Context: an optimization exercise on an open-source flow, tuned for small area, a short achievable clock period and few clock cycles. The choices shown serve that exercise and are no tape-out recipe.
RTL that was checked went through simulation tests only; none was proved equivalent to the original.

==> inputs of 08-02 <==
Design LASER, start of the top module:
module LASER (
    input            CLK,
    input            RST,
    input      [3:0] X,
    input      [3:0] Y,
    output reg [3:0] C1X,
    output reg [3:0] C1Y,
    output reg [3:0] C2X,
    output reg [3:0] C2Y,
    output reg       DONE
);
export LEC_CHECK = 0
export CAP_MARGIN = 20
export CORE_MARGIN = 2
export CORE_UTILIZATION = 40
export CTS_CLUSTER_DIAMETER = 100
export CTS_CLUSTER_SIZE = 24
export SLEW_MARGIN = 20
create_clock -name core_clock -period 11.0 [get_ports {CLK}]
standard.sh (not shown) runs the stock make flow with config.mk's settings and CLKGATE_MAP_FILE= SYNTH_SCRIPT=/design/flow/synth_recipe.tcl, a recipe that flattens the netlist after the stock synthesis.
==> flow/flow/run.sh <==
#!/bin/bash
# The standard layout (standard.sh), with one change: the buffer that
# buffer_ports puts on every input and output port is sky130_fd_sc_hd__buf_2.
set -euo pipefail
bash standard.sh BUFFER_PORTS_ARGS="-buffer_cell sky130_fd_sc_hd__buf_2" finish > orfs_make.log 2>&1
==> inputs of 03-13, as changes to 08-02 <==
--- a/flow/design.v
+++ b/flow/design.v
@@ -21,11 +21,10 @@
   reg  [3:0]  ya;            
   reg         issue;         
   reg         aS, bS, cS, dS, eS, fS;    
   reg         tail, tfirst, tookd, ended, kall;
   reg         mv;            
-  reg  [3:0]  s1x, s1y, s2x, s2y;    
   reg  [5:0]  B;
   reg  [1:0]  cnt;
   reg  [5:0]  bcnt;
   reg  [3:0]  bx, by;
   function [2:0] rclass(input [3:0] y, input [3:0] p);
@@ -3205,12 +3204,12 @@
   wire       take = cur & (fc >= bcnt);
   wire [5:0] nbc = take ? fc : bcnt;
   wire [3:0] nbx = take ? fi : bx;
   wire [3:0] nby = take ? fY : by;
   wire       pe  = cur & fL;                   
-  wire [3:0] ox = mv ? s2x : s1x;
-  wire [3:0] oy = mv ? s2y : s1y;
+  wire [3:0] ox = mv ? C2X : C1X;
+  wire [3:0] oy = mv ? C2Y : C1Y;
   wire       eqBt = (fc == B), eqBb = (bcnt == B);
   wire       fint = ((fi == ox) && (fY == oy)) | (eqBt & (cnt == 2'd2));
   wire       finb = ((bx == ox) && (by == oy)) | (eqBb & (cnt == 2'd2));
   wire       eqB  = take ? eqBt : eqBb;
   wire       fin  = take ? fint : finb;
@@ -3225,16 +3224,10 @@
     issue <= issue_n;
     ya <= issue_n ? nby : yq_n;
   end
   wire in00 = ((X == 4'd0) & (Y <= 4'd4)) | ((X <= 4'd2) & (Y <= 4'd3)) |
               ((X <= 4'd3) & (Y <= 4'd2)) | ((X <= 4'd4) & (Y == 4'd0));
-  always @(posedge CLK) begin
-    C1X <= (pe & ~mv) ? nbx : inp ? 4'd0 : s1x;
-    C1Y <= (pe & ~mv) ? nby : inp ? 4'd0 : s1y;
-    C2X <= (pe &  mv) ? nbx : inp ? 4'd0 : s2x;
-    C2Y <= (pe &  mv) ? nby : inp ? 4'd0 : s2y;
-  end
   wire [39:0] hitv = {hit39,hit38,hit37,hit36,hit35,hit34,hit33,hit32,hit31,hit30,hit29,hit28,hit27,hit26,hit25,hit24,hit23,hit22,hit21,hit20,hit19,hit18,hit17,hit16,hit15,hit14,hit13,hit12,hit11,hit10,hit9,hit8,hit7,hit6,hit5,hit4,hit3,hit2,hit1,hit0};
   always @(posedge CLK) begin
     tx <= {tx[155:0], inp ? X : tx[159:156]};
     ty <= {ty[155:0], inp ? Y : ty[159:156]};
     if (issue)   tm <= 40'd0;
@@ -3259,11 +3252,11 @@
       eV <= dV & ~(issue & dS) & ~kall;
       fV <= eV & ~(issue & eS) & ~kall;
       tfirst <= 1'b0;
       if (inp) begin
         icnt <= icnt + 6'd1;
-        s1x <= 4'd0; s1y <= 4'd0; s2x <= 4'd0; s2y <= 4'd0;
+        C1X <= 4'd0; C1Y <= 4'd0; C2X <= 4'd0; C2Y <= 4'd0;
         mv <= 1'b0; B <= 6'd0; cnt <= 2'd0; bcnt <= 6'd0;
         yq <= 4'd0; aS <= 1'b0;
         if (icnt == 6'd38) aV <= 1'b1;    
         if (icnt == 6'd39) inp <= 1'b0;
       end
@@ -3281,12 +3274,12 @@
           if (~aS) begin tail <= 1'b1; tfirst <= 1'b1; end
         end
       end
       if (pe) begin
         aS <= 1'b0;
-        if (mv) begin s2x <= nbx; s2y <= nby; end
-        else    begin s1x <= nbx; s1y <= nby; end
+        if (mv) begin C2X <= nbx; C2Y <= nby; end
+        else    begin C1X <= nbx; C1Y <= nby; end
         B <= nbc; cnt <= eqB ? cnt + 2'd1 : 2'd0;
         bcnt <= 6'd0;
         mv <= ~mv;
         if (fin) begin
           DONE <= 1'b1; tail <= 1'b0; ended <= 1'b0;
Settings changed: CORE_UTILIZATION 40 to 55.
==> inputs of 09-01, as changes to 08-02 <==
--- a/flow/design.v
+++ b/flow/design.v
@@ -21,11 +21,10 @@
   reg  [3:0]  ya;            
   reg         issue;         
   reg         aS, bS, cS, dS, eS, fS;    
   reg         tail, tfirst, tookd, ended, kall;
   reg         mv;            
-  reg  [3:0]  s1x, s1y, s2x, s2y;    
   reg  [5:0]  B;
   reg  [1:0]  cnt;
   reg  [5:0]  bcnt;
   reg  [3:0]  bx, by;
   function [2:0] rclass(input [3:0] y, input [3:0] p);
@@ -3205,12 +3204,12 @@
   wire       take = cur & (fc >= bcnt);
   wire [5:0] nbc = take ? fc : bcnt;
   wire [3:0] nbx = take ? fi : bx;
   wire [3:0] nby = take ? fY : by;
   wire       pe  = cur & fL;                   
-  wire [3:0] ox = mv ? s2x : s1x;
-  wire [3:0] oy = mv ? s2y : s1y;
+  wire [3:0] ox = mv ? C2X : C1X;
+  wire [3:0] oy = mv ? C2Y : C1Y;
   wire       eqBt = (fc == B), eqBb = (bcnt == B);
   wire       fint = ((fi == ox) && (fY == oy)) | (eqBt & (cnt == 2'd2));
   wire       finb = ((bx == ox) && (by == oy)) | (eqBb & (cnt == 2'd2));
   wire       eqB  = take ? eqBt : eqBb;
   wire       fin  = take ? fint : finb;
@@ -3225,16 +3224,10 @@
     issue <= issue_n;
     ya <= issue_n ? nby : yq_n;
   end
   wire in00 = ((X == 4'd0) & (Y <= 4'd4)) | ((X <= 4'd2) & (Y <= 4'd3)) |
               ((X <= 4'd3) & (Y <= 4'd2)) | ((X <= 4'd4) & (Y == 4'd0));
-  always @(posedge CLK) begin
-    C1X <= (pe & ~mv) ? nbx : inp ? 4'd0 : s1x;
-    C1Y <= (pe & ~mv) ? nby : inp ? 4'd0 : s1y;
-    C2X <= (pe &  mv) ? nbx : inp ? 4'd0 : s2x;
-    C2Y <= (pe &  mv) ? nby : inp ? 4'd0 : s2y;
-  end
   wire [39:0] hitv = {hit39,hit38,hit37,hit36,hit35,hit34,hit33,hit32,hit31,hit30,hit29,hit28,hit27,hit26,hit25,hit24,hit23,hit22,hit21,hit20,hit19,hit18,hit17,hit16,hit15,hit14,hit13,hit12,hit11,hit10,hit9,hit8,hit7,hit6,hit5,hit4,hit3,hit2,hit1,hit0};
   always @(posedge CLK) begin
     tx <= {tx[155:0], inp ? X : tx[159:156]};
     ty <= {ty[155:0], inp ? Y : ty[159:156]};
     if (issue)   tm <= 40'd0;
@@ -3259,11 +3252,11 @@
       eV <= dV & ~(issue & dS) & ~kall;
       fV <= eV & ~(issue & eS) & ~kall;
       tfirst <= 1'b0;
       if (inp) begin
         icnt <= icnt + 6'd1;
-        s1x <= 4'd0; s1y <= 4'd0; s2x <= 4'd0; s2y <= 4'd0;
+        C1X <= 4'd0; C1Y <= 4'd0; C2X <= 4'd0; C2Y <= 4'd0;
         mv <= 1'b0; B <= 6'd0; cnt <= 2'd0; bcnt <= 6'd0;
         yq <= 4'd0; aS <= 1'b0;
         if (icnt == 6'd38) aV <= 1'b1;    
         if (icnt == 6'd39) inp <= 1'b0;
       end
@@ -3281,12 +3274,12 @@
           if (~aS) begin tail <= 1'b1; tfirst <= 1'b1; end
         end
       end
       if (pe) begin
         aS <= 1'b0;
-        if (mv) begin s2x <= nbx; s2y <= nby; end
-        else    begin s1x <= nbx; s1y <= nby; end
+        if (mv) begin C2X <= nbx; C2Y <= nby; end
+        else    begin C1X <= nbx; C1Y <= nby; end
         B <= nbc; cnt <= eqB ? cnt + 2'd1 : 2'd0;
         bcnt <= 6'd0;
         mv <= ~mv;
         if (fin) begin
           DONE <= 1'b1; tail <= 1'b0; ended <= 1'b0;
==> comparison table <==
|  | 03-13 | 08-02 | 09-01 |
|---|---|---|---|
| Run status | timing/DRC/antenna clean | timing/DRC/antenna clean | timing/DRC/antenna clean |
| Worst setup path endpoint | gc1[3] | r1_0_1 | gc1[3] |
| Adder and majority gate portion of the synthesized area | 0.280 | 0.272 | 0.280 |
| Vias post-DR | 58720 | 59912 | 58666 |
| Max VDD drop | 0.000167 V | 0.000143 V | 0.000138 V |
| Inverters | 1404 | 1363 | 1404 |
| Syn nets | 9638 | 9671 | 9638 |
| Tap cell count | 1794 | 2526 | 2511 |
| Share of the synthesized area in compound gates (AO/OA/AOI/OAI) | 0.166 | 0.176 | 0.166 |
| Depth of the most critical reg-to-reg path | 11 | 12 | 11 |
| Reg-to-Reg Start | s5_0_0 | ca5[0] | s5_0_0 |
| Total of flip-flops plus latches after synthesis | 1170 | 1186 | 1170 |
| Max Clock Skew | 0.0259 ns | 0.0509 ns | 0.0508 ns |
| Clock latency on the worst-skew pair | 0.72 ns | 0.73 ns | 0.76 ns |
| Initial antenna violation count | 5 | 17 | 9 |
Testbench counts of 03-13, summed over its fixed seeds: cycles 6,413.
Testbench counts of 09-01, summed over its fixed seeds: cycles 6,413.
For 08-02, only the layout was checked, not whether the RTL still works.

## what the ideal ports hide
No port has a modelled driver above. Below, the same layouts with a new extraction and two added sets of constraints.
Step 1: set_driving_cell puts a clkbuf_16 on CLK and a buf_2 on each other input, an assumption about the parent block.
Step 2 times the ports against the registers' clock, not the clock port: input delays grow and output delays shrink by t, the midpoint of the rising clock arrivals with the driver on.
Slacks: no drivers / after step 1 / after step 2; pairs: no drivers / after step 1.
run | t, ns | setup slack, ns | hold slack, ns | slew at the worst register clock pin (ns)
08-02 | 0.774 | 7.334 / 7.334 / 6.984 | 0.330 / 0.330 / 0.330 | 0.11 / 0.11
03-13 | 0.790 | 7.248 / 7.248 / 7.016 | 0.333 / 0.333 / 0.333 | 0.10 / 0.10
09-01 | 0.816 | 7.410 / 7.358 / 6.945 | 0.332 / 0.332 / 0.332 | 0.11 / 0.11
After both steps setup and hold are still met in every run listed. The setup slack of 09-01, which loses most, moves by -0.052 ns with the drivers and by -0.465 ns with both steps.
